What follows belongs to an exercise in optimizing a design on an open flow for small area; a production flow would make more cautious choices.
At most, simulation tests tie the RTL to the original design; equivalence was not proved.
Function not checked in runs 2 to 6: the RTL went through the layout flow alone.
No driver is modelled on the clock port, so clocking that relies on it looks cheaper here than on a real chip.

--- flow/config.mk ---
export PLATFORM = sky130hd
export DESIGN_NAME = volt
export DESIGN_NICKNAME = volt
export VERILOG_FILES = /design/flow/design.v
export SDC_FILE = /design/flow/constraint.sdc
export NUM_CORES = 4
export LEC_CHECK = 0
export CAP_MARGIN = 20
export CORE_MARGIN = 2
export CORE_UTILIZATION = 40
export SLEW_MARGIN = 20
--- flow/constraint.sdc ---
create_clock -name core_clock -period 16.0 [get_ports {clk}]
set_input_delay 3.2000 -clock core_clock [delete_from_list [all_inputs] [get_ports {clk}]]
set_output_delay 3.2000 -clock core_clock [all_outputs]
set_load 0.01 [all_outputs]
--- flow/design.v ---
`timescale 1ns / 1ps
module volt(
		clk,
		rst,
		power,
		ANODE,
		CATODE,
		UP,
		DOWN,
		GLITCH
    );
	input clk;
	input rst;
	input UP;
	input DOWN;
	input GLITCH;
	output power;
	output reg [3:0] ANODE;
	output reg [6:0] CATODE;
	reg [26:0] time_counter;
	reg power;
	reg [1:0] do_glitch;
	reg [15:0] displayed_number;
	localparam [26:0] button_delay = 19; 
	localparam [26:0] delay_voltage_drop = 1; 
	reg [26:0] current_max_count;
	always @(posedge clk )
    begin
		if(rst) begin
			time_counter <= 0;
			displayed_number <= 0;
			do_glitch = 0;
			current_max_count = button_delay;
			power = 1'b1;
		end
		else begin
			if(time_counter >= current_max_count) begin
				time_counter <= 0;
				if(UP) begin
					if(displayed_number < 9999) begin
						displayed_number <= displayed_number + 1;
					end
				end
				if(DOWN) begin
					if(displayed_number > 0) begin
						displayed_number <= displayed_number - 1;
					end				
				end
				if(do_glitch[0] == 1) begin
					if(displayed_number > 0) begin
						displayed_number <= displayed_number - 1;
					end
					else begin
						do_glitch[0] = 0;
						current_max_count = button_delay;
						power=1'b1;
					end
				end
			end
			else begin
				time_counter <= time_counter + 1;
			end
		if(GLITCH) begin
			current_max_count = delay_voltage_drop;
			do_glitch[0] = 1;
			power=1'b0;
		end
		end
    end    
	reg [5:0] refresh_counter;
	wire [1:0] LED_activating_counter; 
	always @(posedge clk)
    begin 
        if(rst)
            refresh_counter <= 0;
        else
            refresh_counter <= refresh_counter + 1;
    end 
	assign LED_activating_counter = refresh_counter[5:4];
	reg [3:0] LED_BCD;
	always @(*)
    begin
        case(LED_activating_counter)
        2'b00: begin
            ANODE = 4'b0111; 
            LED_BCD = displayed_number/1000;
              end
        2'b01: begin
            ANODE = 4'b1011; 
            LED_BCD = (displayed_number % 1000)/100;
              end
        2'b10: begin
            ANODE = 4'b1101; 
            LED_BCD = ((displayed_number % 1000)%100)/10;
                end
        2'b11: begin
            ANODE = 4'b1110; 
            LED_BCD = ((displayed_number % 1000)%100)%10;
               end
        endcase
    end
	always @(*)
    begin
        case(LED_BCD)
        4'b0000: CATODE = 7'b0000001;  
        4'b0001: CATODE = 7'b1001111;  
        4'b0010: CATODE = 7'b0010010;  
        4'b0011: CATODE = 7'b0000110;  
        4'b0100: CATODE = 7'b1001100;  
        4'b0101: CATODE = 7'b0100100;  
        4'b0110: CATODE = 7'b0100000;  
        4'b0111: CATODE = 7'b0001111;  
        4'b1000: CATODE = 7'b0000000;  
        4'b1001: CATODE = 7'b0000100;  
        default: CATODE = 7'b0000001;  
        endcase
    end
endmodule
--- flow/run.sh ---
#!/bin/bash
# synth_recipe.tcl (not shown) runs the flow's synth.tcl, then flattens the netlist and writes it again
# the make line also repeats each setting of config.mk as NAME=value (left out here)
make -C /OpenROAD-flow-scripts/flow DESIGN_CONFIG=/design/flow/config.mk WORK_HOME=/design/flow/orfs CLKGATE_MAP_FILE= SYNTH_SCRIPT=/design/flow/synth_recipe.tcl finish
==> key figures, run 1 <==
Final layout
  – Commonest cells after routing, fill and taps aside: nor2_1, nand2_1, a21oi_1
  – Core Util, Final: 0.4345
  – Share of layout cells above drive strength 1: 0.1235
  – Layout area overhead: 6.285%
  – Commonest non-fill, non-tap cell in the layout: nor2_1
  – Nets: approximately 960
  – Final Instance Area: 0.007490 sq mm
  – # diodes: 0

Critical path
  – CP startpoint: displayed_number[14]
  – Maximum fanout along the worst path: 12
  – R2r endpoint: displayed_number[13]
  – Worst r2r src: displayed_number[5]
  – Critical path arrival: 11.94 ns
  – Max stage delay on crit path: ~0.55 ns
  – CP Launch Type: register
  – CP delay by family, top: compound AO/OA/AOI/OAI gates
  – Cell depth of the worst flop-to-flop path: 11
  – Setup crit end kind: primary output
  – Crit path buffers/inverters: 2
  – Req. time, crit path: ~13 ns
  – R2R setup slack: 12.51 ns
  – WP depth: a little over 40
  – Slowest cell on crit path: dfxtp_1
  – CP Class: register to primary output
  – CP Capture Point: CATODE[2]
  – Most Frequent Cell on Critical Path: a21o_1

Yosys
  – Synth Area in Compound Gates: 0.3746
  – Avg Cell Area, Syn: 7.473 sq um
  – Post-Syn Area: roughly 0.0070 sq mm
  – Sequential fraction of the synthesis area: 0.1449
  – Netlist cell types: between 100 and 150
  – Largest family of logic cells by synthesized area: compound AO/OA/AOI/OAI gates
  – Synth warn: 1
  – Synth Instances: about 940
  – Post-synthesis mux area share: 0.03161
  – Synth Area in Adders: 0.02876
  – Post-Synth XOR/XNOR Area: 0.06534
  – FFs w/ async S/R, synth: 0
  – Primary FF master, synth: dfxtp_1
  – Synth Register Bits: between 50 and 60
  – Synth Area in Simple Gates: 0.2951
  – EDFF count, synth: 0

Drt
  – Via density: between 6 and 7
  – Drt wl/cell: approximately 16 um
  – DRT Pass-1 Iters: 6
  – DRC: 0
  – Initial DRC Count: about 600
  – Vias: roughly 7100
  – WL final: 18360 um
  – Routed Antenna Nets: 0

Clock tree
  – TritonCTS clock tree: yes
  – Clock Sinks: 51
  – Clock transition at path regs: about 0.070 ns
  – Worst-skew pair later-pin latency: about 0.29 ns
  – Clock root buffer: clkbuf_16
  – CTS Hold Buffers Added: 0
  – CTS max path bufs: 2
  – CTS buffer count: 5
  – H-tree Lvls: 2

Floorplan
  – Num rows: between 40 and 50
  – Placeable core area: 0.01724 sq mm
  – I/O pins: 17
  – Die X: between 100 and 150 um
  – Die area: approximately 0.019 sq mm
  – DIE HEIGHT: approximately 140 um
  – Initial core utilization: 0.4088

Placement
  – DP Worst Slack: about 0.87 ns
  – Placed cell area: roughly 0.0073 sq mm
  – Final GP Congestion: about 0.87
  – Port Buffer Count: 16
  – HPWL Detailed: between 10000 and 15000 um

STA
  – Final period util: 0.9462
  – RSZ-0062 raised after global routing: false
  – Final Hold Violating Endpoints: 0
  – Max-slew violations: 0
  – Final clock skew: 0.008377 ns
  – F_max: ~66 MHz
  – Total Neg Setup Slack: 0 ns
  – Normalized max-slew margin: 0.3924
  – Measured slew at the worst slew-check pin: 0.9085 ns
  – Setup Viol. Count Final: 0
  – Min Tclk post-route: ~15 ns
  – Setup ws final: about 0.86 ns

GRT
  – Antenna violations before repair: 0
  – First-pass GRT wire length: ~31000 um
  – Total GRT Usage: 0.1964
  – Largest net degree at the start of global routing: 30
  – Global route total overflow: 0
  – Vias in the first global route: between 6000 and 7000

Hold path
  – Hold Crit Class: register to register

Flow run
  – Max capacitance violation total: 0

Run status
  – Status: complete, no violations
## metal layers
metal,GRT usage,wire length [um]
met2,0.3161,8364
met5,0,0
met3,0.01111,671
met1,0.2921,9240
met4,0.03067,85
## area by class of cell
class	instances	area (sq um)
Multi-Input combinational cell	832	5709
Clock inverter	3	22.52
Inverter	20	75.07
Tap cell	225	281.5
Sequential cell	51	1026
Timing Repair Buffer	28	250.2
Clock buffer	5	125.1
Fill cell	1763	9747
## what timing repair did
item                       in CTS  in global routing
resized for setup               0                 12
setup endpoints to repair       0                  7
buffers inserted                0                  1
## cell families after synthesis
group	after synthesis
and+or+nand+nor	395
AOI/OAI and AO/OA	331
buffers and inverters	80
DFF	51
xor gates and xnor gates	48
muxes	20
adders and majority gates	17
other	1
## worst min-delay path by stage
stage                             startpoint                  to  slack (ns)  depth (start not counted)
after global routing      refresh_counter[0]  refresh_counter[0]        0.50                          1
after detailed placement     time_counter[0]     time_counter[0]        0.45                          1
after global placement       time_counter[0]     time_counter[0]        0.45                          1
after floorplan              time_counter[0]     time_counter[0]        0.43                          1
after CTS                    time_counter[0]     time_counter[0]        0.47                          1
final                     refresh_counter[0]  refresh_counter[0]        0.47                          1
## state kept, by name, summed over array words and instances, names as in the netlist
signal	flops
refresh_counter	6
time_counter	27
do_glitch	1
displayed_number	16
current_max_count	1
## through the flow
| step | hold WS, ns | std cells |
|---|---|---|
| floorplan | 0.4256 | 963 |
| finish | 0.4685 | 1164 |
| CTS | 0.4738 | 1163 |
| detailed placement | 0.4511 | 1155 |
| global route | 0.5046 | 1164 |
| global placement | 0.4467 | 1155 |
## synth_stat cells (9+ instances only)
cell	instances	area share
a211oi_1	20	0.021
a21o_1	12	0.013
a21oi_1	59	0.042
a31oi_1	16	0.014
and2_1	14	0.012
and3_1	13	0.012
buf_2	14	0.0099
buf_4	12	0.013
clkbuf_1	24	0.013
dfxtp_1	51	0.14
ha_1	13	0.023
inv_1	19	0.010
mux2i_1	10	0.014
nand2_1	80	0.043
nand2b_1	14	0.012
nand3_1	37	0.026
nor2_1	97	0.052
nor3_1	42	0.030
nor4_1	12	0.011
o211ai_1	16	0.017
o21a_1	10	0.011
o21ai_0	39	0.028
o21ai_1	10	0.0071
o31ai_1	12	0.013
or2_2	9	0.0080
or3_1	14	0.012
xnor2_1	36	0.045
xor2_1	9	0.011
## worst register-to-register path, delay by kind of cell (launching register included)
| kind | cells | cell delay [ns] |
|---|---|---|
| AOI/OAI and AO/OA | 5 | 0.98 |
| DFF | 1 | 0.50 |
| and+or+nand+nor | 6 | 1.91 |
==> run 2: changes to the inputs <==
==> flow/design.v (replaced) <==
`timescale 1ns / 1ps
module volt(
		clk,
		rst,
		power,
		ANODE,
		CATODE,
		UP,
		DOWN,
		GLITCH
    );
	input clk;
	input rst;
	input UP;
	input DOWN;
	input GLITCH;
	output reg power;
	output reg [3:0] ANODE;
	output reg [6:0] CATODE;
	reg [4:0] t;               
	reg [3:0] d0, d1, d2, d3;  
	reg [5:0] s;               
	wire glitching = ~power;
	wire step = glitching ? (|t) : (t[4] & t[1] & t[0]);
	wire z0 = ~|d0, z1 = ~|d1, z2 = ~|d2, z3 = ~|d3;
	wire n0 = d0[3] & d0[0], n1 = d1[3] & d1[0], n2 = d2[3] & d2[0], n3 = d3[3] & d3[0];
	wire is0 = z0 & z1 & z2 & z3;
	wire is9999 = n0 & n1 & n2 & n3;
	wire want_dec = glitching | DOWN;
	wire dec = step & want_dec & ~is0;
	wire inc = step & ~(want_dec & ~is0) & UP & ~is9999;
	function [3:0] tog;
		input [3:0] d;
		input u, e;
		begin
			tog[0] = u | e;
			tog[1] = (u & d[0] & ~d[3]) | (e & ~d[0] & (d[1] | d[2] | d[3]));
			tog[2] = (u & d[0] & d[1]) | (e & ~d[0] & ~d[1] & (d[2] | d[3]));
			tog[3] = (u & d[0] & (d[3] | (d[1] & d[2]))) | (e & ~d[0] & ~d[1] & ~d[2]);
		end
	endfunction
	wire u1 = inc & n0, u2 = u1 & n1, u3 = u2 & n2;
	wire e1 = dec & z0, e2 = e1 & z1, e3 = e2 & z2;
	always @(posedge clk) begin
		if (rst) begin
			t <= 0;
			d0 <= 0; d1 <= 0; d2 <= 0; d3 <= 0;
			power <= 1'b1;
			s <= 0;
		end else begin
			t <= step ? 5'd0 : t + 5'd1;
			d0 <= d0 ^ tog(d0, inc, dec);
			d1 <= d1 ^ tog(d1, u1, e1);
			d2 <= d2 ^ tog(d2, u2, e2);
			d3 <= d3 ^ tog(d3, u3, e3);
			if (GLITCH)
				power <= 1'b0;
			else if (step & glitching & is0)
				power <= 1'b1;
			s <= s + 6'd1;
		end
	end
	reg [3:0] bcd;
	always @(*) begin
		case (s[5:4])
		2'b00: begin ANODE = 4'b0111; bcd = d3; end
		2'b01: begin ANODE = 4'b1011; bcd = d2; end
		2'b10: begin ANODE = 4'b1101; bcd = d1; end
		2'b11: begin ANODE = 4'b1110; bcd = d0; end
		endcase
	end
	always @(*) begin
		case (bcd)
		4'd0: CATODE = 7'b0000001;
		4'd1: CATODE = 7'b1001111;
		4'd2: CATODE = 7'b0010010;
		4'd3: CATODE = 7'b0000110;
		4'd4: CATODE = 7'b1001100;
		4'd5: CATODE = 7'b0100100;
		4'd6: CATODE = 7'b0100000;
		4'd7: CATODE = 7'b0001111;
		4'd8: CATODE = 7'b0000000;
		4'd9: CATODE = 7'b0000100;
		default: CATODE = 7'b0000001;
		endcase
	end
endmodule
--- a/flow/config.mk
+++ b/flow/config.mk
@@ -5,7 +5,11 @@
 export SDC_FILE = /design/flow/constraint.sdc
 export NUM_CORES = 4
 export LEC_CHECK = 0
+export ABC_AREA = 0
 export CAP_MARGIN = 20
 export CORE_MARGIN = 2
-export CORE_UTILIZATION = 40
+export CORE_UTILIZATION = 70
+export CTS_BUF_LIST = sky130_fd_sc_hd__clkbuf_8
+export CTS_CLUSTER_DIAMETER = 100
+export CTS_CLUSTER_SIZE = 30
 export SLEW_MARGIN = 20
==> key figures, run 2 <==
Clock tree
  – Worst-skew pair later-pin latency: 0.29 ns (about the same)
  – Clock transition at path regs: 0.09 ns (+0.02 ns)
  – H-tree Lvls: 1 (-1)
  – CTS max path bufs: 2 (unchanged)
  – TritonCTS clock tree: yes
  – CTS buffer count: 3 (-2)
  – CTS Hold Buffers Added: 0 (unchanged)
  – # Post-CTS Setup Buffers: 0 (unchanged)
  – Post-CTS sizing: 0 (unchanged)
  – Clock root buffer: clkbuf_8
  – Clock Sinks: 28 (-45%)

Placement
  – Port Buffer Count: 16 (unchanged)
  – Placed insts: 253 (-78%)
  – Final GP Congestion: 1.026 (+18%)
  – HPWL Detailed: 2995 um (-78%)
  – DP Worst Slack: 10.47 ns (+9.606 ns)

Yosys
  – EDFF count, synth: 0 (unchanged)
  – Synth Instances: 220 (-77%)
  – Ranking of synthesized cells by area: dfxtp_1, nor2_1, mux4_2
  – Most numerous cell in the Yosys netlist: nor2_1
  – Post-Syn Area: 0.001812 sq mm (-74%)
  – FFs w/ async S/R, synth: 0 (unchanged)
  – Synth warn: 1 (unchanged)
  – Area leader, netlist: dfxtp_1
  – Sequential fraction of the synthesis area: 0.3094 (+0.1645)
  – Primary FF master, synth: dfxtp_1
  – Synth Register Bits: 28 (-45%)
  – Post-synth top area share: 0.3094 (+0.1645)
  – Top cells by count, synth: nor2_1, dfxtp_1, nand3_1, clkbuf_1, nor3_1
  – Avg Cell Area, Syn: 8.235 sq um (+10%)
  – Netlist cell types: 53 (-56%)

Critical path
  – Cell depth of the worst flop-to-flop path: 6 (-5)
  – R2R setup slack: 13.22 ns (+0.71 ns)
  – Setup crit end kind: primary output
  – Crit path cell chain: mux4_2 > ha_1 > nand2_1 > a21oi_1 > clkdlybuf4s50_1
  – Max stage delay on crit path: 0.62 ns (+0.07 ns)
  – Critical path arrival: 2.54 ns (-9.40 ns)
  – CP delay by family, top: multiplexers
  – Crit path buffers/inverters: 1 (-1)
  – Maximum fanout along the worst path: 9 (-3)
  – Slowest cell on crit path: mux4_2
  – CP Launch Type: register
  – CP Class: register to primary output
  – Req. time, crit path: 12.80 ns (about the same)
  – WP depth: 5 (-88%)

Final layout
  – Share of layout cells above drive strength 1: 0.09251 (-0.03102)
  – Biggest regs: s (6), t (5)
  – Multi-input logic area: 0.001160 sq mm (-80%)
  – Commonest cells after routing, fill and taps aside: nor2_1, dfxtp_1, clkdlybuf4s50_1
  – Fill count: 154 (-91%)
  – Layout area overhead: 11.67%
  – Post-route insts no fill: 257 (-78%)
  – Register with the most flip-flops: s
  – Commonest non-fill, non-tap cell in the layout: nor2_1
  – Largest register FFs: 6 (-78%)
  – Nets: 240 (-75%)
  – Register area: 560.5 sq um (-45%)
  – # diodes: 0 (unchanged)

GRT
  – Vias in the first global route: 1481 (-76%)
  – Total GRT Usage: 0.3081 (+0.1118)
  – Largest net degree at the start of global routing: 28 (-6.7%)
  – First-pass GRT wire length: 6575 um (-79%)
  – Antenna violations before repair: 0 (unchanged)
  – Global route total overflow: 0 (unchanged)

Hold path
  – Depth of the worst hold-timing path: 1 (unchanged)
  – Hold Crit Class: register to register

STA
  – Total Neg Setup Slack: 0 ns (unchanged)
  – Setup ws final: 10.26 ns (+9.401 ns)
  – Normalized max-slew margin: 0.3581 (-0.03436)
  – Setup Viol. Count Final: 0 (unchanged)
  – Final clock skew: 0.007119 ns (-0.001258 ns)
  – Max-slew violations: 0 (unchanged)
  – Final Hold Violating Endpoints: 0 (unchanged)
  – Final period util: 0.3586 (-0.5876)
  – Min Tclk post-route: 5.738 ns (-9.401 ns)
  – RSZ-0062 raised after global routing: false
  – F_max: 174.3 MHz (+160%)
  – Measured slew at the worst slew-check pin: 0.9599 ns (+0.05137 ns)

Drt
  – Via density: 6.642 (+9.6%)
  – WL final: 4175 um (-77%)
  – DRT Pass-1 Iters: 4 (-2)
  – Drt wl/cell: 16.25 um (+3.0%)
  – Vias: 1707 (-76%)
  – Routed Antenna Nets: 0 (unchanged)
  – DRC: 0 (unchanged)
  – Initial DRC Count: 73 (-88%)

Floorplan
  – I/O pins: 17 (unchanged)
  – DIE HEIGHT: 54.88 um (-60%)
  – Placeable core area: 0.002455 sq mm (-86%)
  – Die area: 0.003011 sq mm (-84%)
  – Initial core utilization: 0.7380 (+0.3292)
  – Die X: 54.88 um (-60%)
  – Num rows: 18 (-63%)

Run status
  – Status: complete, no violations

Flow run
  – Max capacitance violation total: 0 (unchanged)
## run 2: cell types whose count changed in the layout (fill, tap and decap cells not counted), sizes merged, moves of 15 or more
cell,change
and2,-15
a21oi,-58
xnor2,-28
a211oi,-17
o211ai,-15
nor3,-37
nand2,-73
conb,-21
nand3,-25
o21ai,-46
dfxtp,-23
or2,-15
nor2,-65
## run 2: metrics by stage
stage               area (sq um)  utilization  hold slack, ns
floorplan                   1812            -          0.4175
global placement            1952       0.7951          0.4272
detailed placement          1952       0.7951          0.4540
CTS                         2023       0.8242          0.4764
global route                2023       0.8242          0.4948
finish                      2023       0.8242          0.4667
## run 2: path summary, 6_finish.rpt
check	end	from
worst min-delay path	s[0]	s[0]
worst min register to register	s[0]	s[0]
worst max register to register	d2[1]	d0[0]
worst max-delay path	CATODE[3]	s[5]
## run 2: per-layer routing
layer | global-route usage | routed length (um) | vias up
li1 | - | - | 815
met5 | 0 | 0 | -
met1 | 0.3384 | 1677 | 805
met4 | 0.1292 | 120 | 0
met3 | 0.07923 | 276 | 16
met2 | 0.5536 | 2101 | 71
## run 2: kinds of logic after synthesis
logic type / after synthesis / synth area share
AOI/OAI and AO/OA: 40 / 0.1582
xor gates and xnor gates: 14 / 0.06768
adders and majority gates: 7 / 0.04834
buffers and inverters: 22 / 0.05041
DFF: 28 / 0.3094
muxes: 7 / 0.06768
and+or+nand+nor: 102 / 0.2983
## run 2: final cells by class
class / count / area share
inverter: 9 / 0.01670
timing repair buffer: 16 / 0.07916
clock buffer: 3 / 0.02041
clock inverter: 1 / 0.01484
sequential: 28 / 0.2771
tap: 30 / 0.01855
multi-input combinational: 170 / 0.5733
==> run 3: changes to the inputs <==
--- a/flow/config.mk
+++ b/flow/config.mk
@@ -9,7 +9,5 @@
 export CAP_MARGIN = 20
 export CORE_MARGIN = 2
 export CORE_UTILIZATION = 70
-export CTS_BUF_LIST = sky130_fd_sc_hd__clkbuf_8
-export CTS_CLUSTER_DIAMETER = 100
-export CTS_CLUSTER_SIZE = 30
+export CTS_BUF_LIST = sky130_fd_sc_hd__clkbuf_16
 export SLEW_MARGIN = 20
==> key figures, run 3 <==
GRT
  – GRT busiest layer: met2
  – Grt met1 use: 0.3469 (+0.008503)
  – Total GRT Usage: 0.3110 (+0.002864)
  – Vias in the first global route: 1500 (+1.3%)
  – Antenna violations before repair: 0 (unchanged)
  – First-pass GRT wire length: 6658 um (+1.3%)
  – Largest net degree at the start of global routing: 28 (unchanged)
  – Global route total overflow: 0 (unchanged)
  – Met3 Usage GRT: 0.05464 (-0.02459)
  – Met2 Usage GRT: 0.5655 (+0.01190)

Final layout
  – # diodes: 0 (unchanged)
  – Layout area overhead: 13.54%
  – Biggest regs: s (6), t (5)
  – Nets: 240 (unchanged)
  – Share of layout cells above drive strength 1: 0.09251 (unchanged)
  – Commonest non-fill, non-tap cell in the layout: nor2_1
  – Register with the most flip-flops: s
  – Commonest cells after routing, fill and taps aside: nor2_1, dfxtp_1, clkdlybuf4s50_1
  – Largest register FFs: 6 (unchanged)

Clock tree
  – CTS buffer count: 3 (unchanged)
  – CTS Hold Buffers Added: 0 (unchanged)
  – TritonCTS clock tree: yes
  – # Post-CTS Setup Buffers: 0 (unchanged)
  – Clock root buffer: clkbuf_16
  – H-tree Lvls: 1 (unchanged)
  – CTS max path bufs: 2 (unchanged)
  – Worst-skew pair later-pin latency: 0.27 ns (-0.02 ns)
  – Post-CTS sizing: 0 (unchanged)
  – Clock transition at path regs: 0.07 ns (-0.02 ns)
  – Clock Sinks: 28 (unchanged)

Critical path
  – Maximum fanout along the worst path: 9 (unchanged)
  – Critical path arrival: 2.57 ns (+0.03 ns)
  – Setup crit end kind: primary output
  – Cell depth of the worst flop-to-flop path: 6 (unchanged)
  – CP startpoint: s[5]
  – Req. time, crit path: 12.80 ns (about the same)
  – CP delay by family, top: buffers and inverters
  – WP depth: 6 (+1)
  – Crit path buffers/inverters: 2 (+1)
  – Worst r2r src: d0[0]
  – CP Class: register to primary output
  – Slowest cell on crit path: mux4_2
  – Crit path cell chain: mux4_2 > inv_1 > ha_1 > nand2b_1 > a21oi_1 > clkdlybuf4s50_1
  – CP Launch Type: register
  – Max stage delay on crit path: 0.62 ns (about the same)

STA
  – F_max: 173.3 MHz (-0.55%)
  – Total Neg Setup Slack: 0 ns (unchanged)
  – Max-slew violations: 0 (unchanged)
  – Measured slew at the worst slew-check pin: 0.9538 ns (-0.006081 ns)
  – Hold Slack: 0.4624 ns (-0.004272 ns)
  – Final Hold Violating Endpoints: 0 (unchanged)
  – Setup Viol. Count Final: 0 (unchanged)
  – Final clock skew: 0.003901 ns (-0.003218 ns)
  – Min Tclk post-route: 5.770 ns (+0.03140 ns)
  – Normalized max-slew margin: 0.3621 (+0.004067)
  – Final period util: 0.3606 (+0.001962)
  – RSZ-0062 raised after global routing: false

Yosys
  – Synth warn: 1 (unchanged)
  – Primary FF master, synth: dfxtp_1
  – Post-Syn Area: 0.001812 sq mm (unchanged)
  – Ranking of synthesized cells by area: dfxtp_1, nor2_1, mux4_2
  – Synth Instances: 220 (unchanged)
  – Avg Cell Area, Syn: 8.235 sq um (unchanged)
  – Area leader, netlist: dfxtp_1
  – Netlist cell types: 53 (unchanged)
  – FFs w/ async S/R, synth: 0 (unchanged)
  – Sequential fraction of the synthesis area: 0.3094 (unchanged)
  – Top cells by count, synth: nor2_1, dfxtp_1, nand3_1, clkbuf_1, nor3_1
  – Post-synth top area share: 0.3094 (unchanged)
  – Synth Register Bits: 28 (unchanged)
  – Most numerous cell in the Yosys netlist: nor2_1
  – EDFF count, synth: 0 (unchanged)

Drt
  – Drt wl/cell: 16.61 um (+2.3%)
  – Initial DRC Count: 56 (-23%)
  – Via density: 6.661 (+0.29%)
  – DRC: 0 (unchanged)
  – DRT Pass-1 Iters: 5 (+1)
  – WL final: 4269 um (+2.3%)
  – Routed Antenna Nets: 0 (unchanged)
  – Vias: 1712 (+0.29%)

Flow run
  – Max capacitance violation total: 0 (unchanged)

Floorplan
  – I/O pins: 17 (unchanged)
  – Num rows: 18 (unchanged)
  – Die X: 54.88 um (unchanged)
  – Die area: 0.003011 sq mm (unchanged)
  – Placeable core area: 0.002455 sq mm (unchanged)
  – Initial core utilization: 0.7380 (unchanged)
  – DIE HEIGHT: 54.88 um (unchanged)

Placement
  – Final GP Congestion: 1.026 (unchanged)
  – Port Buffer Count: 16 (unchanged)
  – HPWL Detailed: 2995 um (unchanged)

Run status
  – Status: complete, no violations

Hold path
  – Min-delay src: s[0]
  – Hold Crit Class: register to register
  – Depth of the worst hold-timing path: 1 (unchanged)
[run 3: cell counts after synthesis]
Identical to the previous run, type by type.
[run 3: worst paths after layout]
| kind | end | slack, ns |
|---|---|---|
| setup / recovery | CATODE[3] | 10.23 |
| hold / removal | s[0] | 0.46 |
| setup reg to reg | d2[1] | 13.19 |
| hold reg to reg | s[0] | 0.46 |
[run 3: layout make-up]
cell class / instances / area [sq um]
clock buffer: 3 / 75.07
clock inverter: 1 / 30.03
fill: 153 / 397.9
inverter: 9 / 33.78
multi-input combinational: 170 / 1160
sequential: 28 / 560.5
tap: 30 / 37.54
timing repair buffer: 16 / 160.2
[run 3: routing by layer]
metal,wire (um),vias to the layer above
met5,0,-
li1,-,815
met4,123,0
met1,1716,807
met3,240,16
met2,2190,74
[run 3: cell families after synthesis]
logic type	share of synthesized area
xor gates and xnor gates	0.06768
AOI/OAI and AO/OA	0.1582
and+or+nand+nor	0.2983
DFF	0.3094
muxes	0.06768
buffers and inverters	0.05041
adders and majority gates	0.04834
[run 3: per-stage QoR]
step	utilization	area [sq um]	instances	worst slack, ns
global route	0.8379	2057	257	10.09
floorplan	-	1812	220	11.03
CTS	0.8379	2057	257	10.23
finish	0.8379	2057	257	10.23
detailed placement	0.7951	1952	253	10.47
global placement	0.7951	1952	253	10.66
[run 3: worst register-to-register path: stages, from the launching register on]
cell and delay (ns):
dfxtp_1 0.44, or4_4 0.61, or3_4 0.42, o22a_1 0.39
or4_1 0.60, a2bb2oi_1 0.16, a21oi_2 0.11
==> run 4: changes to the inputs <==
--- a/flow/design.v
+++ b/flow/design.v
@@ -69,19 +69,14 @@
 		2'b11: begin ANODE = 4'b1110; bcd = d0; end
 		endcase
 	end
+	wire [3:0] b = bcd;
 	always @(*) begin
-		case (bcd)
-		4'd0: CATODE = 7'b0000001;
-		4'd1: CATODE = 7'b1001111;
-		4'd2: CATODE = 7'b0010010;
-		4'd3: CATODE = 7'b0000110;
-		4'd4: CATODE = 7'b1001100;
-		4'd5: CATODE = 7'b0100100;
-		4'd6: CATODE = 7'b0100000;
-		4'd7: CATODE = 7'b0001111;
-		4'd8: CATODE = 7'b0000000;
-		4'd9: CATODE = 7'b0000100;
-		default: CATODE = 7'b0000001;
-		endcase
+		CATODE[6] = (~b[3] & ~b[2] & ~b[1] & b[0]) | (b[2] & ~b[1] & ~b[0]);
+		CATODE[5] = b[2] & (b[1] ^ b[0]);
+		CATODE[4] = ~b[2] & b[1] & ~b[0];
+		CATODE[3] = (b[2] & ~(b[1] ^ b[0])) | (~b[3] & ~b[2] & ~b[1] & b[0]);
+		CATODE[2] = b[0] | (b[2] & ~b[1]);
+		CATODE[1] = (~b[3] & ~b[2] & (b[1] | b[0])) | (b[2] & b[1] & b[0]);
+		CATODE[0] = (~b[3] & ~b[2] & ~b[1]) | (b[2] & b[1] & b[0]);
 	end
 endmodule
==> flow/flow/run.sh (new file) <==
#!/bin/bash
# Own layout flow: the standard synthesis, then the combinational logic
# between the (unchanged) registers is re-mapped by ABC with an area-oriented
# script; the rest is the standard layout with port buffers and a clock
# tree chosen for area. Every tool writes its full output to a log here.
set -euo pipefail
W=$(pwd)
R=$W/orfs/results/$FLOW_PLATFORM/volt/base
LIB=$FLOW_HOME/platforms/$FLOW_PLATFORM/lib/sky130_fd_sc_hd__tt_025C_1v80.lib
YOSYS=$FLOW_HOME/../tools/install/yosys/bin/yosys
[[ -x $YOSYS ]] || YOSYS=yosys

# 1. standard synthesis (register names and cell types come from here)
bash standard.sh synth > "$W/flow_1_synth.log" 2>&1
cp "$R/1_2_yosys.v" "$W/1_2_yosys.standard.v"

# 2. re-map the logic between the registers
sed -e "s#@IN@#$W/1_2_yosys.standard.v#g" -e "s#@OUT@#$W/1_2_yosys.remap.v#g" \
    -e "s#@LIB@#$LIB#g" -e "s#@ABC@#$W/flow/remap.abc#g" "$W/flow/remap.ys" > "$W/remap.ys"
"$YOSYS" -l "$W/flow_2_remap.log" -q "$W/remap.ys" > /dev/null 2>&1
cp "$W/1_2_yosys.remap.v" "$R/1_2_yosys.v"
rm -f "$R/1_synth.odb" "$R/1_synth.sdc"

# 3. the rest of the standard layout
bash standard.sh \
  "BUFFER_PORTS_ARGS=-buffer_cell sky130_fd_sc_hd__buf_1" \
  "CTS_ARGS=-repair_clock_nets -dont_use_dummy_load -buf_list sky130_fd_sc_hd__clkbuf_8 -root_buf sky130_fd_sc_hd__clkbuf_8" \
  finish > "$W/flow_3_layout.log" 2>&1
==> flow/flow/remap.abc (new file) <==
strash
&get -n
&deepsyn -T 30
&put
dch -f
amap
==> flow/flow/remap.ys (new file) <==
read_liberty -ignore_miss_func @LIB@
read_verilog @IN@
hierarchy -top volt
setattr -mod -set keep_hierarchy 1 sky130_fd_sc_hd__df* sky130_fd_sc_hd__edf* sky130_fd_sc_hd__sdf*
flatten
opt -purge
abc -script @ABC@ -liberty @LIB@ -dont_use *lpflow* -dont_use *probe*
read_liberty -lib -overwrite -ignore_miss_func @LIB@
opt_clean -purge
splitnets
opt_clean -purge
hilomap -singleton -hicell sky130_fd_sc_hd__conb_1 HI -locell sky130_fd_sc_hd__conb_1 LO
insbuf -buf sky130_fd_sc_hd__buf_4 A X
stat -liberty @LIB@
check -assert
select volt
write_verilog -noattr -nohex -nodec -selected @OUT@
==> flow/standard.sh (new file) <==
#!/bin/bash
# synth_recipe.tcl (not shown) runs the flow's synth.tcl, then flattens the netlist and writes it again
# the make line also repeats each setting of config.mk as NAME=value (left out here)
make -C /OpenROAD-flow-scripts/flow DESIGN_CONFIG=/design/flow/config.mk WORK_HOME=/design/flow/orfs CLKGATE_MAP_FILE= SYNTH_SCRIPT=/design/flow/synth_recipe.tcl "${@:-finish}"
==> flow/config.mk (replaced) <==
export PLATFORM = sky130hd
export DESIGN_NAME = volt
export DESIGN_NICKNAME = volt
export VERILOG_FILES = /design/flow/design.v
export SDC_FILE = /design/flow/constraint.sdc
export NUM_CORES = 4
export LEC_CHECK = 0
export CAP_MARGIN = 20
export CORE_MARGIN = 2
export CORE_UTILIZATION = 70
export SLEW_MARGIN = 20
removed: flow/run.sh
==> key figures, run 4 <==
Critical path
  – Maximum fanout along the worst path: 5 (-4)
  – CP Class: register to primary output
  – Req. time, crit path: 12.80 ns (about the same)
  – Critical path arrival: 2.02 ns (-0.55 ns)
  – Slowest cell on crit path: dfxtp_1
  – CP Launch Type: register
  – Cell depth of the worst flop-to-flop path: 14 (+8)
  – Crit path cell chain: clkinv_1 > nand2_1 > o22ai_1 > nor2_1 > clkinv_1 > nor2_1 > nand2_1 > o21ai_0 > buf_1
  – Max stage delay on crit path: 0.41 ns (-0.21 ns)
  – Setup crit end kind: primary output
  – Worst r2r src: t[0]
  – R2r endpoint: d3[2]
  – R2R setup slack: 13.16 ns (-0.03 ns)

Floorplan
  – Die area: 0.002477 sq mm (-18%)
  – Die X: 49.77 um (-9.3%)
  – I/O pins: 17 (unchanged)
  – Initial core utilization: 0.7474 (+0.009426)
  – DIE HEIGHT: 49.77 um (-9.3%)
  – Num rows: 16 (-2)
  – Placeable core area: 0.001962 sq mm (-20%)

GRT
  – Total GRT Usage: 0.2864 (-0.02464)
  – Vias in the first global route: 1377 (-8.2%)
  – Antenna violations before repair: 0 (unchanged)
  – First-pass GRT wire length: 5547 um (-17%)
  – Largest net degree at the start of global routing: 18 (-36%)
  – Global route total overflow: 0 (unchanged)

Yosys
  – Synth warn: 1 (unchanged)
  – Synth Instances: 210 (-4.5%)
  – Avg Cell Area, Syn: 6.983 sq um (-15%)
  – Post-Syn Area: 0.001466 sq mm (-19%)

Flow run
  – Max capacitance violation total: 0 (unchanged)

Final layout
  – Commonest non-fill, non-tap cell in the layout: nor2_1
  – Post-route insts no fill: 245 (-4.7%)
  – Nets: 225 (-6.3%)
  – # diodes: 0 (unchanged)
  – Layout area overhead: 3.584%
  – Commonest cells after routing, fill and taps aside: nor2_1, dfxtp_1, nand2_1
  – Register with the most flip-flops: s
  – Biggest regs: s (6), t (5)
  – Largest register FFs: 6 (unchanged)
  – Fill count: 169 (+10%)
  – Share of layout cells above drive strength 1: 0.01376 (-0.07875)
  – Final Instance Area: 0.001519 sq mm (-26%)

Placement
  – Placed cell area: 0.001478 sq mm (-24%)
  – Port Buffer Count: 16 (unchanged)
  – Final GP Congestion: 0.8578 (-16%)
  – Placed insts: 242 (-4.3%)
  – HPWL Detailed: 2465 um (-18%)

Drt
  – Drt wl/cell: 13.33 um (-20%)
  – Routed Antenna Nets: 0 (unchanged)
  – DRC: 0 (unchanged)
  – Initial DRC Count: 60 (+7.1%)
  – Vias: 1463 (-15%)
  – DRT Pass-1 Iters: 4 (-1)
  – Via density: 5.971 (-10%)
  – WL final: 3267 um (-23%)

Clock tree
  – CTS buffer count: 3 (unchanged)
  – Clock Sinks: 28 (unchanged)
  – Worst-skew pair later-pin latency: 0.28 ns (about the same)
  – CTS Hold Buffers Added: 0 (unchanged)
  – # Post-CTS Setup Buffers: 0 (unchanged)
  – H-tree Lvls: 1 (unchanged)
  – CTS max path bufs: 2 (unchanged)
  – Clock root buffer: clkbuf_8
  – Post-CTS sizing: 0 (unchanged)
  – Clock transition at path regs: 0.10 ns (+0.03 ns)
  – TritonCTS clock tree: yes

STA
  – Total Neg Setup Slack: 0 ns (unchanged)
  – F_max: 191.5 MHz (+11%)
  – Final period util: 0.3263 (-0.03430)
  – Final clock skew: 0.01300 ns (+0.009104 ns)
  – Min Tclk post-route: 5.221 ns (-0.5488 ns)
  – Final Hold Violating Endpoints: 0 (unchanged)
  – Max-slew violations: 0 (unchanged)
  – Normalized max-slew margin: 0.4740 (+0.1118)
  – RSZ-0062 raised after global routing: false
  – Measured slew at the worst slew-check pin: 0.7891 ns (-0.1648 ns)
  – Setup Viol. Count Final: 0 (unchanged)

Hold path
  – Hold Crit Class: register to register
  – Depth of the worst hold-timing path: 1 (unchanged)
  – Worst hold path endpoint: t[0]
  – Min-delay src: t[0]

Run status
  – Status: complete, no violations
## run 4: worst max path at each step
stage          start        end  slack, ns  depth (start not counted)
2_1_floorplan     UP      d3[2]      11.21                         12
3_3_place_gp      UP      d3[2]      10.93                         12
3_5_place_dp      UP      d3[2]      10.79                         13
4_1_cts         s[5]  CATODE[3]      10.84                          7
5_1_grt         s[5]  CATODE[1]      10.68                          9
6_report        s[5]  CATODE[1]      10.78                          9
## run 4: layout make-up
class / count / area (sq um) / share of cell area
Sequential cell: 28 / 560.5 / 0.3690
Timing Repair Buffer: 16 / 60.06 / 0.03954
Clock buffer: 3 / 41.29 / 0.02718
Inverter: 19 / 71.32 / 0.04695
Tap cell: 27 / 33.78 / 0.02224
Multi-Input combinational cell: 152 / 752.0 / 0.4951
## run 4: routing by layer
metal / vias to the layer above / routed length (um) / global-route usage / share of wire
met4: 0 / 70 / 0.1111 / 0.021
met5: - / 0 / 0 / 0
met3: 11 / 177 / 0.05758 / 0.054
met2: 58 / 1537 / 0.5067 / 0.47
met1: 666 / 1482 / 0.3372 / 0.45
li1: 728 / - / - / -
## run 4: worst max-delay path, delay by kind of cell (launching register included)
| family | cells | cell delay (ns) |
|---|---|---|
| buffers and inverters | 3 | 0.41 |
| AO/OA/AOI/OAI | 2 | 0.20 |
| AND/OR/NAND/NOR | 4 | 0.72 |
| flip-flops | 1 | 0.41 |
## run 4: metrics by stage
step	worst slack [ns]	hold WS, ns	util
final	10.78	0.4358	0.7742
after global routing	10.68	0.4548	0.7742
after CTS	10.84	0.4380	0.7742
after detailed placement	10.79	0.4263	0.7532
after global placement	10.93	0.4193	0.7532
after floorplan	11.21	0.4025	-
==> run 5: changes to the inputs <==
--- a/flow/design.v
+++ b/flow/design.v
@@ -21,7 +21,9 @@
 	reg [3:0] d0, d1, d2, d3;  
 	reg [5:0] s;               
 	wire glitching = ~power;
-	wire step = glitching ? (|t) : (t[4] & t[1] & t[0]);
+	wire t_last = t[4] & ~t[2] & ~t[0];
+	wire t_zero = ~t[3] & ~t[1] & ~t[0];
+	wire step = glitching ? ~t_zero : t_last;
 	wire z0 = ~|d0, z1 = ~|d1, z2 = ~|d2, z3 = ~|d3;
 	wire n0 = d0[3] & d0[0], n1 = d1[3] & d1[0], n2 = d2[3] & d2[0], n3 = d3[3] & d3[0];
 	wire is0 = z0 & z1 & z2 & z3;
@@ -48,7 +50,7 @@
 			power <= 1'b1;
 			s <= 0;
 		end else begin
-			t <= step ? 5'd0 : t + 5'd1;
+			t <= step ? 5'd0 : {t[3:0], ~(t[4] ^ t[0])};
 			d0 <= d0 ^ tog(d0, inc, dec);
 			d1 <= d1 ^ tog(d1, u1, e1);
 			d2 <= d2 ^ tog(d2, u2, e2);
@@ -57,7 +59,9 @@
 				power <= 1'b0;
 			else if (step & glitching & is0)
 				power <= 1'b1;
-			s <= s + 6'd1;
+			s[3:0] <= {s[2:0], ~(s[3] ^ s[0]) ^ (s[2] & s[1] & s[0])};
+			if (s[3:0] == 4'b1000)
+				s[5:4] <= s[5:4] + 2'd1;
 		end
 	end
 	reg [3:0] bcd;
==> flow/flow/run.sh (replaced) <==
#!/bin/bash
# Own layout flow. Synthesis is the standard synthesis script, except that
# its one ABC call (the mapping of the logic between the registers, which are
# already mapped by then) is run with several area-oriented ABC scripts and
# the smallest result kept. The rest is the standard layout, with buf_1
# port buffers and a clkbuf_8 clock tree without dummy loads. Every tool
# writes its full output to a log of its own here.
set -euo pipefail
W=$(pwd)
export FLOW_ABC_DIR=$W/flow
{ echo "source $W/flow/abc_override.tcl"; cat "$W/synth_recipe.tcl"; } > "$W/own_synth.tcl"

bash standard.sh "SYNTH_SCRIPT=$W/own_synth.tcl" synth > "$W/flow_1_synth.log" 2>&1

bash standard.sh "SYNTH_SCRIPT=$W/own_synth.tcl" \
  "BUFFER_PORTS_ARGS=-buffer_cell sky130_fd_sc_hd__buf_1" \
  "CTS_ARGS=-repair_clock_nets -dont_use_dummy_load -buf_list sky130_fd_sc_hd__clkbuf_8 -root_buf sky130_fd_sc_hd__clkbuf_8" \
  finish > "$W/flow_2_layout.log" 2>&1
==> flow/flow/abc_1.abc (new file) <==
strash
&get -n
&deepsyn -T 8 -S 1
&put
dch -f
amap
==> flow/flow/abc_2.abc (new file) <==
strash
&get -n
&deepsyn -T 12 -S 2
&put
dch -f
amap
==> flow/flow/abc_3.abc (new file) <==
strash
&get -n
&deepsyn -T 16 -S 3
&put
dch -f
amap
==> flow/flow/abc_4.abc (new file) <==
strash
&get -n
&deepsyn -T 20 -S 4
&put
dch -f
amap
==> flow/flow/abc_5.abc (new file) <==
strash
&get -n
&deepsyn -T 25 -S 5
&put
dch -f
amap
==> flow/flow/abc_6.abc (new file) <==
strash
&get -n
&deepsyn -T 30 -S 6
&put
dch -f
amap
==> flow/flow/abc_override.tcl (new file) <==
# Replaces the ABC call of the standard synthesis: the same ABC command is run
# with each of a few area-oriented scripts (flow/abc_*.abc) on the same
# design, and the smallest result is kept. Registers are mapped before this
# call, so their names and cells are those of the standard synthesis.
proc abc {args} {
  set i [lsearch -exact $args -script]
  set l [lsearch -exact $args -liberty]
  set lib [lindex $args [expr {$l + 1}]]
  yosys design -save my_pre_abc
  set best -1
  foreach script [lsort [glob $::env(FLOW_ABC_DIR)/abc_*.abc]] {
    yosys design -load my_pre_abc
    lset args [expr {$i + 1}] $script
    yosys abc {*}$args
    set st [yosys tee -q -s result.string stat -liberty $lib]
    if {![regexp {Chip area for module[^:]*: ([0-9.]+)} $st -> area]} { continue }
    puts "abc script $script: area $area"
    if {$best < 0 || $area < $best} {
      set best $area
      yosys design -save my_best_abc
    }
  }
  yosys design -load my_best_abc
  puts "abc: kept area $best"
}
removed: flow/flow/remap.abc
removed: flow/flow/remap.ys
==> key figures, run 5 <==
Clock tree
  – Clock Sinks: 28 (unchanged)
  – CTS buffer count: 3 (unchanged)
  – TritonCTS clock tree: yes
  – Worst-skew pair later-pin latency: 0.27 ns (about the same)
  – Clock root buffer: clkbuf_8
  – H-tree Lvls: 1 (unchanged)
  – Post-CTS sizing: 0 (unchanged)
  – # Post-CTS Setup Buffers: 0 (unchanged)
  – CTS Hold Buffers Added: 0 (unchanged)
  – Clock transition at path regs: 0.09 ns (about the same)
  – CTS max path bufs: 2 (unchanged)

GRT
  – GRT busiest layer: met2
  – Antenna violations before repair: 0 (unchanged)
  – Largest net degree at the start of global routing: 21 (+3)
  – Met3 Usage GRT: 0.05521 (-0.002361)
  – Total GRT Usage: 0.3141 (+0.02774)
  – Global route total overflow: 0 (unchanged)
  – Grt met1 use: 0.3536 (+0.01643)
  – First-pass GRT wire length: 5892 um (+6.2%)
  – Vias in the first global route: 1405 (+2.0%)
  – Met2 Usage GRT: 0.5776 (+0.07096)

Flow run
  – Max capacitance violation total: 0 (unchanged)

Hold path
  – Worst hold path endpoint: s[3]
  – Hold Crit Class: register to register
  – Depth of the worst hold-timing path: 2 (+1)
  – Min-delay src: s[2]

Drt
  – Via density: 6.201 (+3.8%)
  – Initial DRC Count: 99 (+65%)
  – DRT Pass-1 Iters: 4 (unchanged)
  – Drt wl/cell: 14.71 um (+10%)
  – WL final: 3443 um (+5.4%)
  – DRC: 0 (unchanged)
  – Vias: 1451 (-0.82%)
  – Routed Antenna Nets: 0 (unchanged)

Run status
  – Status: complete, no violations

Critical path
  – Req. time, crit path: 16.16 ns (+3.36 ns)
  – Worst r2r src: d1[1]
  – R2R setup slack: 12.44 ns (-0.72 ns)
  – CP Launch Type: input pin
  – Maximum fanout along the worst path: 5 (unchanged)
  – Critical path arrival: 5.69 ns (+3.67 ns)
  – Cell depth of the worst flop-to-flop path: 17 (+3)
  – CP Class: input pin to register
  – Setup crit end kind: register
  – R2r endpoint: d2[2]

Yosys
  – Top cells by count, synth: nor2_1, clkinv_1, dfxtp_1, o21ai_0, nand2_1
  – Primary FF master, synth: dfxtp_1
  – EDFF count, synth: 0
  – Area leader, netlist: dfxtp_1
  – FFs w/ async S/R, synth: 0
  – Post-synth top area share: 0.3972
  – Most numerous cell in the Yosys netlist: nor2_1
  – Netlist cell types: 32
  – Synth Instances: 188 (-10%)
  – Sequential fraction of the synthesis area: 0.3972
  – Avg Cell Area, Syn: 7.507 sq um (+7.5%)
  – Ranking of synthesized cells by area: dfxtp_1, nor2_1, clkinv_1
  – Synth Register Bits: 28
  – Synth warn: 1 (unchanged)
  – Post-Syn Area: 0.001411 sq mm (-3.8%)

STA
  – Min Tclk post-route: 5.536 ns (+0.3146 ns)
  – Max-slew violations: 0 (unchanged)
  – Measured slew at the worst slew-check pin: 0.8822 ns (+0.09317 ns)
  – Final Hold Violating Endpoints: 0 (unchanged)
  – Normalized max-slew margin: 0.4118 (-0.06211)
  – Setup ws final: 10.46 ns (-0.3146 ns)
  – F_max: 180.7 MHz (-5.7%)
  – Final period util: 0.3460 (+0.01966)
  – Setup Viol. Count Final: 0 (unchanged)
  – Final clock skew: 0.009809 ns (-0.003196 ns)
  – Total Neg Setup Slack: 0 ns (unchanged)
  – RSZ-0062 raised after global routing: false

Floorplan
  – Die area: 0.002391 sq mm (-3.5%)
  – Placeable core area: 0.001922 sq mm (-2.0%)
  – DIE HEIGHT: 48.90 um (-1.7%)
  – Initial core utilization: 0.7344 (-0.01307)
  – Num rows: 16 (unchanged)
  – Die X: 48.90 um (-1.7%)
  – I/O pins: 17 (unchanged)

Final layout
  – Largest register FFs: 6 (unchanged)
  – # diodes: 0 (unchanged)
  – Layout area overhead: 9.574%
  – Share of layout cells above drive strength 1: 0.01449 (+0.0007313)
  – Register with the most flip-flops: s
  – Register area: 560.5 sq um (unchanged)
  – Final Instance Area: 0.001546 sq mm (+1.8%)
  – Nets: 219 (-2.7%)
  – Commonest non-fill, non-tap cell in the layout: nor2_1
  – Multi-input logic area: 738.2 sq um (-1.8%)
  – Fill count: 151 (-11%)
  – Commonest cells after routing, fill and taps aside: nor2_1, clkinv_1, dfxtp_1
  – Biggest regs: s (6), t (5)

Placement
  – HPWL Detailed: 2493 um (+1.2%)
  – DP Worst Slack: 10.53 ns (-0.2608 ns)
  – Port Buffer Count: 16 (unchanged)
  – Placed cell area: 0.001505 sq mm (+1.9%)
  – Final GP Congestion: 0.8965 (+4.5%)
==> run 5: changes by cell type in the layout (fill, tap and decap cells not counted), moves of 5 or more <==
cell and change:
ha_1 +5, clkinv_1 +11, a21oi_1 -9, nand2_1 -13, nor3_1 -8, nor2_1 -12, o21ai_0 +8
==> run 5: layout make-up <==
| cell class | count | area share |
|---|---|---|
| inverters | 30 | 0.07282 |
| well taps | 27 | 0.02184 |
| clock buffers | 3 | 0.02670 |
| multi-input cells | 130 | 0.4773 |
| flip-flops and latches | 28 | 0.3625 |
| repair buffers | 16 | 0.03884 |
==> run 5: worst max-delay path by stage <==
stage | cells after the start | end | start
6_report | 15 | d2[2] | DOWN
5_1_grt | 15 | d2[2] | DOWN
4_1_cts | 9 | CATODE[3] | s[4]
3_5_place_dp | 15 | d2[2] | DOWN
3_3_place_gp | 15 | d2[2] | DOWN
2_1_floorplan | 8 | CATODE[3] | s[4]
==> run 5: worst max-delay path, stage by stage <==
cell	delay [ns]
buf_1	0.08
nor2_1	0.05
and3b_1	0.25
a31oi_1	0.07
nor2_1	0.16
nand2_1	0.11
nor2_1	0.24
nand2_1	0.16
clkinv_1	0.09
nand2_1	0.07
o21ai_0	0.24
clkinv_1	0.12
o21ai_0	0.32
o21ai_0	0.19
a211oi_1	0.34
==> run 5: cell families (layout without fill, tap and decap cells) <==
| logic type | Yosys count | after routing | synth area share |
|---|---|---|---|
| and+or+nand+nor | 79 | 79 | 0.2580 |
| AOI/OAI and AO/OA | 46 | 46 | 0.2208 |
| buffers and inverters | 30 | 49 | 0.07979 |
| DFF | 28 | 28 | 0.3972 |
| adders and majority gates | 5 | 5 | 0.04433 |
==> run 5: metal layers <==
layer	wire length, um	vias up
met5	0	-
met4	74	0
met3	207	16
met2	1786	62
met1	1374	664
li1	-	709
==> run 5: per-stage QoR <==
stage	util	hold WS [ns]	instances
after floorplan	-	0.4114	188
after CTS	0.8047	0.4411	234
after global routing	0.8047	0.4720	234
after global placement	0.7832	0.4217	231
final	0.8047	0.4406	234
after detailed placement	0.7832	0.4283	231
==> run 6: changes to the inputs <==
==> flow/flow/run.sh (replaced) <==
#!/bin/bash
# Own layout flow. Synthesis is the standard synthesis script with two
# changes to the logic between the registers (the registers themselves are
# mapped as in the standard synthesis): adders are not mapped to adder cells
# but left to ABC, and the one ABC call is run with several area-oriented
# ABC scripts, keeping the smallest result. The layout is the standard
# layout, with buf_1 port buffers and a clock tree of one clkbuf_8 that drives
# every register. Every tool writes its full output to a log of its own here.
set -euo pipefail
W=$(pwd)
export FLOW_ABC_DIR=$W/flow
export FLOW_CLOCK_BUFFER=sky130_fd_sc_hd__clkbuf_8
{ echo "source $W/flow/abc_override.tcl"; cat "$W/synth_recipe.tcl"; } > "$W/own_synth.tcl"
KNOBS=("SYNTH_SCRIPT=$W/own_synth.tcl" "ADDER_MAP_FILE="
       "BUFFER_PORTS_ARGS=-buffer_cell sky130_fd_sc_hd__buf_1"
       "PRE_CTS_TCL=$W/flow/cts_single.tcl")

bash standard.sh "${KNOBS[@]}" synth > "$W/flow_1_synth.log" 2>&1
bash standard.sh "${KNOBS[@]}" finish > "$W/flow_2_layout.log" 2>&1
==> flow/flow/cts_single.tcl (new file) <==
# PRE_CTS hook: the clock tree is a single buffer. The clock port drives one
# clock buffer placed at the centre of the registers, and that buffer drives
# every register's clock pin (every register gets the same clock).
proc clock_tree_synthesis {args} {
  set block [ord::get_db_block]
  set port [lindex [get_ports -quiet [get_property [lindex [all_clocks] 0] sources]] 0]
  set pname [get_full_name $port]
  set net [$block findNet $pname]
  set n 0; set sx 0.0; set sy 0.0
  foreach it [$net getITerms] {
    set bb [[$it getInst] getBBox]
    set sx [expr {$sx + ([$bb xMin] + [$bb xMax]) / 2.0}]
    set sy [expr {$sy + ([$bb yMin] + [$bb yMax]) / 2.0}]
    incr n
  }
  set dbu [$block getDbUnitsPerMicron]
  set x [expr {$sx / $n / $dbu}]
  set y [expr {$sy / $n / $dbu}]
  puts "single clock buffer for $n sinks of $pname at ($x, $y)"
  insert_buffer -buffer_cell $::env(FLOW_CLOCK_BUFFER) -net $pname \
    -location [list $x $y] -buffer_name clkbuf_0_$pname -net_name clknet_0_$pname
  foreach nm [list $pname clknet_0_$pname] {
    [$block findNet $nm] setSigType CLOCK
  }
  set_propagated_clock [all_clocks]
}
==> key figures, run 6 <==
Floorplan
  – Num rows: 15 (-1)
  – DIE HEIGHT: 47.65 um (-2.6%)
  – Initial core utilization: 0.7560 (+0.02165)
  – I/O pins: 17 (unchanged)
  – Die X: 47.65 um (-2.6%)

Yosys
  – Netlist cell types: 24 (-25%)
  – Area leader, netlist: dfxtp_1
  – Synth Instances: 189 (+0.53%)
  – Sequential fraction of the synthesis area: 0.4203 (+0.02310)
  – Top cells by count, synth: nor2_1, clkinv_1, dfxtp_1, o21ai_0, nand2_1
  – Post-synth top area share: 0.4203 (+0.02310)
  – Synth Register Bits: 28 (unchanged)
  – FFs w/ async S/R, synth: 0 (unchanged)
  – Post-Syn Area: 0.001334 sq mm (-5.5%)
  – Primary FF master, synth: dfxtp_1
  – Most numerous cell in the Yosys netlist: nor2_1
  – EDFF count, synth: 0 (unchanged)
  – Ranking of synthesized cells by area: dfxtp_1, nor2_1, clkinv_1
  – Synth warn: 1 (unchanged)
  – Avg Cell Area, Syn: 7.057 sq um (-6.0%)

Run status
  – Stopping stage: 4_1_cts
  – Status: did not finish
  – Error message: [ERROR STA-0333] object '_a22492c4bb7f0000_p_Pin' is not a port.

Placement
  – HPWL Detailed: 2435 um (-2.3%)
  – Final GP Congestion: 0.8680 (-3.2%)
  – Placed cell area: 0.001425 sq mm (-5.3%)
  – Port Buffer Count: 16 (unchanged)
==> run 6: cells by family after synthesis <==
group                  Yosys count  synth area share
AOI/OAI and AO/OA               53            0.2402
buffers and inverters           31           0.08724
DFF                             28            0.4203
and+or+nand+nor                 77            0.2524
==> run 6: worst max-delay path by stage <==
stage / start / cells after the start / slack [ns] / endpoint
floorplan: s[5] / 10 / 10.85 / CATODE[6]
detailed placement: DOWN / 17 / 10.40 / d3[1]
global placement: DOWN / 16 / 10.59 / d3[2]
==> run 6: per-stage QoR <==
step                  util  cells  setup WS (ns)  hold WS (ns)
floorplan                -    189          10.85        0.4030
global placement    0.8078    230          10.59        0.4082
detailed placement  0.8078    230          10.40        0.4163

-- afterwards: timing with drivers on the ports --
The results above use ideal ports. As a check the final layouts listed here were re-extracted and re-timed, cells and wires unchanged. Step 1 (the two cells are an assumption about what drives the block):
set clk [get_ports {clk}]
set_driving_cell -lib_cell sky130_fd_sc_hd__clkbuf_16 $clk
set_driving_cell -lib_cell sky130_fd_sc_hd__buf_2 [delete_from_list [all_inputs] $clk]
Step 2 adds t to the input delays and takes it off the output delays; t is the mean of the earliest and latest rising clock arrival at the registers after step 1. Input paths then give back, and output paths get back, about the clock's delay inside the block. a / b / c = ideal / step 1 / step 2; a / b = the first two.
| run | t, ns | setup WS [ns] | cell pins on the clock port's net |
|---|---|---|---|
| run 1 | 0.315 | 0.861 / 0.831 / 1.145 | 1 |
| run 2 | 0.309 | 10.262 / 10.234 / 10.351 | 1 |
| run 3 | 0.297 | 10.230 / 10.198 / 10.405 | 1 |
| run 4 | 0.299 | 10.779 / 10.756 / 10.737 | 1 |
| run 5 | 0.291 | 10.464 / 10.466 / 10.175 | 1 |
After both steps setup and hold are still met in every run listed. For run 5, which loses most, drivers alone change the setup slack by +0.002 ns; drivers and shift together by -0.289 ns.
